Context: an optimization exercise on an open-source flow, tuned for small area and a short achievable clock period. The choices shown serve that exercise and are no tape-out recipe.
Where RTL was checked, it was by simulation tests only, not by an equivalence proof against the original.

==> inputs of wip/pepper <==
## reduce_instr
module reduce_instr (
	input  [81:0] packetIn,
	input  [60:0] new_comm,
	input         clk,
	input         rst,
	output        rd_en,
	output [84:0] packetOut
);
export LEC_CHECK = 0
export ABC_AREA = 1
export CAP_MARGIN = 20
export CORE_MARGIN = 2
export CORE_UTILIZATION = 70
export SLEW_MARGIN = 20
create_clock -name core_clock -period 20.0 [get_ports {clk}]
standard.sh (not shown) runs the stock make flow with config.mk's settings and CLKGATE_MAP_FILE= SYNTH_SCRIPT=/design/flow/synth_recipe.tcl, a recipe that flattens the netlist after the stock synthesis.
==> flow/flow/run.sh <==
#!/bin/bash
# Standard synthesis; its combinational cells re-mapped by ABC for area
# (flip-flops untouched); then the standard layout steps, with buf_1 port
# buffers, a larger setup target for timing repair and a lighter clock tree.
set -euo pipefail
export BUFFER_PORTS_ARGS="-buffer_cell sky130_fd_sc_hd__buf_1"
export SETUP_SLACK_MARGIN=9
export CTS_ARGS="-sink_clustering_enable -repair_clock_nets -buf_list sky130_fd_sc_hd__clkbuf_8 -sink_clustering_size 14 -sink_clustering_max_diameter 80 -dont_use_dummy_load"
bash standard.sh synth > synth.log 2>&1
R=orfs/results/$FLOW_PLATFORM/reduce_instr/base
cp $R/1_2_yosys.v std_synth.v
export REMAP_LIB=$FLOW_HOME/platforms/$FLOW_PLATFORM/lib/sky130_fd_sc_hd__tt_025C_1v80.lib
export REMAP_IN=std_synth.v REMAP_OUT=remapped.v REMAP_TOP=$FLOW_TOP
export REMAP_DONT_USE="$(cat flow/dont_use.txt)"
export REMAP_FAST=flow/fast.abc REMAP_AREA=flow/area.abc
$FLOW_HOME/../tools/install/yosys/bin/yosys -c flow/remap.tcl > remap.log 2>&1
cp remapped.v $R/1_2_yosys.v
rm -f $R/1_synth.odb $R/1_synth.sdc
bash standard.sh finish > finish.log 2>&1
Other scripts of this flow, unchanged in this note and not shown: flow/flow/area.abc, flow/flow/dont_use.txt, flow/flow/fast.abc, flow/flow/remap.tcl
==> inputs of wip/maple, as changes to wip/pepper <==
--- a/flow/design.v
+++ b/flow/design.v
@@ -16,75 +16,67 @@
 	expand = {1'b0, a[5:4], 1'b0, a[3:2], 1'b0, a[1:0]};
 endfunction
 function [5:0] rank_addr;
 	input [8:0] r;
 	rank_addr = (r[8:6] == 3'd0) ? addr6(r[5:0]) : 6'd0;
 endfunction
 reg        t_v    [0:3];
-reg [8:0]  t_x    [0:3];
-reg        t_is7  [0:3];
-reg        t_rz   [0:3];
+reg [8:0]  t_root [0:3];
+reg [8:0]  t_lr   [0:3];
 reg [2:0]  t_ch   [0:3];
 reg [3:0]  t_lg   [0:3];
 reg [5:0]  t_p1   [0:3];
 reg [5:0]  t_p2   [0:3];
 reg [5:0]  t_p3   [0:3];
 wire wr = new_comm[60] && (new_comm[59:54] == 6'd0);
 wire [1:0] wsel = new_comm[53:52];
-wire       w_is7 = (new_comm[42:34] == 9'd7);
-wire [8:0] w_x = w_is7 ? new_comm[51:43] : new_comm[42:34];
 integer n;
 always @(posedge clk) begin
 	for (n = 0; n < 4; n = n + 1) begin
 		if (rst)
 			t_v[n] <= 1'b0;
 		else if (wr && wsel == n)
 			t_v[n] <= 1'b1;
 		if (wr && wsel == n) begin
-			t_x[n]    <= w_x;
-			t_is7[n]  <= w_is7;
-			t_rz[n]   <= (new_comm[44:43] == 2'd0);
+			t_root[n] <= new_comm[51:43];
+			t_lr[n]   <= new_comm[42:34];
 			t_ch[n]   <= new_comm[33:31];
 			t_lg[n]   <= new_comm[30:27];
 			t_p3[n]   <= rank_addr(new_comm[26:18]);
 			t_p2[n]   <= rank_addr(new_comm[17:9]);
 			t_p1[n]   <= rank_addr(new_comm[8:0]);
 		end
 	end
 end
 wire [7:0] pkt_context = packetIn[53:46];
 wire [1:0] cs = pkt_context[1:0];
 wire       row_valid = (pkt_context[7:2] == 6'd0) && t_v[cs];
-wire [8:0] x_u = t_x[cs];
-wire       is7_u = t_is7[cs];
-wire [8:0] lr_u = is7_u ? 9'd7 : x_u;
+wire [8:0] lr_u = t_lr[cs];
 wire [3:0] lg4_u = t_lg[cs];
 wire [2:0] ch_u = t_ch[cs];
 wire [2:0] lg_u = lg4_u[2:0];
 reg  [3:0] rs;
-reg        rz;
+reg  [8:0] root;
 reg  [5:0] p1, p2, p3;
 always @(*) begin
-	rz = 0; p1 = 0; p2 = 0; p3 = 0;
+	root = 0; p1 = 0; p2 = 0; p3 = 0;
 	for (n = 0; n < 4; n = n + 1) begin
 		rs[n] = (pkt_context == n) && t_v[n];
-		rz   = rz   | (rs[n] & t_rz[n]);
+		root = root | ({9{rs[n]}} & t_root[n]);
 		p1   = p1   | ({6{rs[n]}} & t_p1[n]);
 		p2   = p2   | ({6{rs[n]}} & t_p2[n]);
 		p3   = p3   | ({6{rs[n]}} & t_p3[n]);
 	end
 end
 wire [8:0] lr  = {9{row_valid}} & lr_u;
-wire       is7 = row_valid & is7_u;
-wire [8:0] root_if7 = {9{row_valid}} & x_u;    
 wire [3:0] lg4 = {4{row_valid}} & lg4_u;
 wire [2:0] ch  = {3{row_valid}} & ch_u;
 wire [2:0] lg  = lg4[2:0];
 wire [5:0] fa3 = (lr[1:0] == 2'd0 && ch[2] == 1'b0) ? addr6({ch[1:0], lg4}) : 6'd0;
-wire [5:0] fa4 = (rz && lr[8] == 1'b0) ? addr6(lr[7:2]) : 6'd0;
+wire [5:0] fa4 = (root[1:0] == 2'd0 && lr[8] == 1'b0) ? addr6(lr[7:2]) : 6'd0;
 function [5:0] fsel;
 	input [2:0] k;
 	input en;
 	input [5:0] a0, a1, a2, a3, a4;
 	begin
 		fsel = 6'd0;
 		if (en) case (k)
@@ -111,15 +103,15 @@
 reg       home_ring;
 wire rd_en_ring = home_ring || !from_guest;
 always @(posedge clk) begin
 	if (rst) begin
 		home_ring <= 1'b0;
 		dst_ring  <= 9'd0;
 	end else if (vin) begin
-		dst_ring  <= home_ring ? 9'd0 : is7 ? root_if7 : (lr < 9'd63) ? expand(addr6(lr[5:0] + 6'd1)) : 9'd0;
+		dst_ring  <= home_ring ? 9'd0 : (lr == 9'd7) ? root : (lr < 9'd63) ? expand(addr6(lr[5:0] + 6'd1)) : 9'd0;
 		home_ring <= from_guest && !home_ring && op_ring;
 	end else
 		dst_ring  <= 9'd0;
 end
 wire [4:0] ku = {2'b0, lg} - {2'b0, ch} - 5'd1;
 wire [5:0] dst_uptree = (lr == 9'd0) ? 6'd0 : fsel(ku[2:0], !ku[4] && !ku[3], p1, p2, p3, fa3, fa4);
 reg [5:0] dst_bcast;
@@ -164,94 +156,65 @@
 		dst_halving <= tag_eq8 ? 6'd0 : (hidx == 2'd2) ? p3 : (hidx == 2'd1) ? p2 : p1;
 end
 reg [5:0] dst_doubling;
 reg [3:0] sa_d;
 reg       home_d, send_home_d;
 wire [9:0] tt = {1'b0, t_rank};
 wire [9:0] ll = {1'b0, lr_u};
-wire [9:0] e = ~(tt ^ ll);
-wire [9:0] u = tt & ~ll;
-wire [9:0] d = ~tt & ll;
-function [10:0] pfx_down;
-	input [9:0] g, p;
-	reg [9:0] G, P, G2, P2;
-	integer i, st;
-	begin
-		G = g; P = p;
-		for (st = 1; st < 10; st = st * 2) begin
-			for (i = 0; i < 10; i = i + 1) begin
-				if (i + st < 10) begin
-					G2[i] = G[i] | (P[i] & G[i+st]);
-					P2[i] = P[i] & P[i+st];
-				end else begin
-					G2[i] = G[i];
-					P2[i] = P[i];
-				end
-			end
-			G = G2; P = P2;
-		end
-		pfx_down = {1'b0, G};
-	end
-endfunction
-function [10:0] pfx_up;
-	input [9:0] g, p;
-	reg [9:0] G, P, G2, P2;
-	integer i, st;
-	begin
-		G = g; P = p;
-		for (st = 1; st < 10; st = st * 2) begin
-			for (i = 0; i < 10; i = i + 1) begin
-				if (i >= st) begin
-					G2[i] = G[i] | (P[i] & G[i-st]);
-					P2[i] = P[i] & P[i-st];
-				end else begin
-					G2[i] = G[i];
-					P2[i] = P[i];
-				end
+reg  [9:0] bw;    
+reg  [9:0] G, P, G2, P2;
+integer st, q;
+always @(*) begin
+	G = ~tt & ll;           
+	P = ~(tt ^ ll);         
+	for (st = 1; st < 10; st = st * 2) begin
+		for (q = 0; q < 10; q = q + 1) begin
+			if (q >= st) begin
+				G2[q] = G[q] | (P[q] & G[q-st]);
+				P2[q] = P[q] & P[q-st];
+			end else begin
+				G2[q] = G[q];
+				P2[q] = P[q];
 			end
-			G = G2; P = P2;
 		end
-		pfx_up = {G, 1'b0};
+		G = G2; P = P2;
 	end
-endfunction
-reg  [10:0] eqh, eql;   
-integer a;
-always @(*) begin
-	eqh[10] = 1'b1;
-	for (a = 9; a >= 0; a = a - 1) eqh[a] = eqh[a+1] & e[a];
-	eql[0] = 1'b1;
-	for (a = 0; a < 10; a = a + 1) eql[a+1] = eql[a] & e[a];
-end
-wire [10:0] b  = pfx_up(d, e);
-wire [10:0] pp1 = pfx_down(u & {eqh[10:1]}, d) ;
-wire [10:0] mm1 = pfx_down(d & {eqh[10:1]}, u) ;
+	bw = {G[8:0], 1'b0};
+end
+wire [9:0] s = tt ^ ll ^ bw;
+reg  [10:0] zh, oh;    
+reg  [10:0] zl;        
 reg  [9:0]  zm_u;      
 reg  [9:0]  zt;        
-reg  [10:0] zh, oh;    
+integer a;
 always @(*) begin
-	for (a = 0; a < 10; a = a + 1) begin
-		zh[a] = b[a] ? pp1[a] : eqh[a];
-		oh[a] = b[a] ? eqh[a] : mm1[a];
-		zm_u[a] = zh[a] | (oh[a] & ~eql[a]);
-	end
 	zh[10] = 1'b1; oh[10] = 1'b1;
+	for (a = 9; a >= 0; a = a - 1) begin
+		zh[a] = zh[a+1] & ~s[a];
+		oh[a] = oh[a+1] & s[a];
+	end
+	zl[0] = 1'b1;
+	for (a = 0; a < 10; a = a + 1)
+		zl[a+1] = zl[a] & ~s[a];
+	for (a = 0; a < 10; a = a + 1)
+		zm_u[a] = zh[a] | (oh[a] & ~zl[a]);
 	zt[9] = 1'b1;
 	for (a = 8; a >= 0; a = a - 1)
 		zt[a] = zt[a+1] & ~t_rank[a];
 end
 reg dh_u;
 always @(*) begin
-	dh_u = (lg_u == 3'd0) & eqh[0];
+	dh_u = (lg_u == 3'd0) & zh[0];
 	for (a = 0; a < 7; a = a + 1)
-		dh_u = dh_u | ((lg_u == a + 1) & eql[a] & (pp1[a] | mm1[a]));
+		dh_u = dh_u | ((lg_u == a + 1) & zl[a] & s[a] & (zh[a+1] | oh[a+1]));
 end
 wire [4:0] tq = {2'b0, lg_u} - 5'd2 - {1'b0, sa_d};
 reg eq_t;
 always @(*) begin
-	eq_t = (tq == 5'd0) & eqh[0];
+	eq_t = (tq == 5'd0) & zh[0];
 	for (a = 1; a < 6; a = a + 1)
 		eq_t = eq_t | ((tq == a) & zm_u[a] & ~zm_u[a-1]);
 end
 wire rd_en_doubling = row_valid ? (from_guest ? (home_d || dh_u) : eq_t)
                                 : (from_guest && (home_d || zt[0]));
 wire [9:0] zm = row_valid ? zm_u : zt;
 wire diff_half = row_valid ? dh_u : zt[0];
Settings changed: CORE_UTILIZATION 70 to 55.
==> notes.md <==
# TYPE chip_impl_metric gauge
chip_impl_info{name="run_status",value="no timing/DRC/antenna violations"} 1
chip_impl_metric{name="critPathMaxFanout",unit=""} 10
chip_impl_info{name="worst_hold_startpoint",value="home_b"} 1
chip_impl_metric{name="timing_worst_slew_pin_value",unit="ps"} 1090
chip_impl_metric{name="floorplan_row_count",unit=""} 57
chip_impl_metric{name="count_of_vias_placed_by_the_detailed_router",unit=""} 12200
chip_impl_metric{name="globalRouteMet1Util",unit="%"} 40.0
chip_impl_metric{name="power.density",unit="nW/um^2"} 67.1
chip_impl_metric{name="finalWeightedCongestion",unit=""} 1.02
the above is filed under wip/maple

==> notes.md <==
# TYPE chip_impl_metric gauge
chip_impl_metric{name="count_of_vias_placed_by_the_detailed_router",unit=""} 15100
chip_impl_info{name="worst_hold_startpoint",value="dst_bcast[1]"} 1
chip_impl_metric{name="finalWeightedCongestion",unit=""} 1.10
chip_impl_info{name="run_status",value="no timing/DRC/antenna violations"} 1
chip_impl_metric{name="globalRouteMet1Util",unit="%"} 55.4
chip_impl_metric{name="timing_worst_slew_pin_value",unit="ps"} 1150
chip_impl_metric{name="power.density",unit="nW/um^2"} 64.7
the above is filed under wip/pepper

No functional check of the RTL was part of wip/maple.

separate check: timing with driven ports:
The flow's constraints put no driver on any port. The routed layouts listed below were extracted and timed again, unchanged, in two steps.
Step 1 sets driving cells, clkbuf_16 on the clock port and buf_2 on the other inputs (assumed; they add their load-dependent delay and slew).
Step 2 times the ports against the registers' clock, not the clock port: input delays grow and output delays shrink by t, the midpoint of the rising clock arrivals with the driver on.
Three values: no drivers, after step 1, after step 2; two values: the first two.
run | t, ns | setup WS [ns] | hold WS [ns]
wip/pepper | 0.629 | 8.897 / 8.828 / 8.544 | 0.465 / 0.465 / 0.465
wip/maple | 0.618 | 8.870 / 8.829 / 8.829 | 0.458 / 0.458 / 0.458
After both steps every run listed still meets setup and hold. For wip/pepper, which loses most, drivers alone change the setup slack by -0.069 ns; drivers and shift together by -0.353 ns.
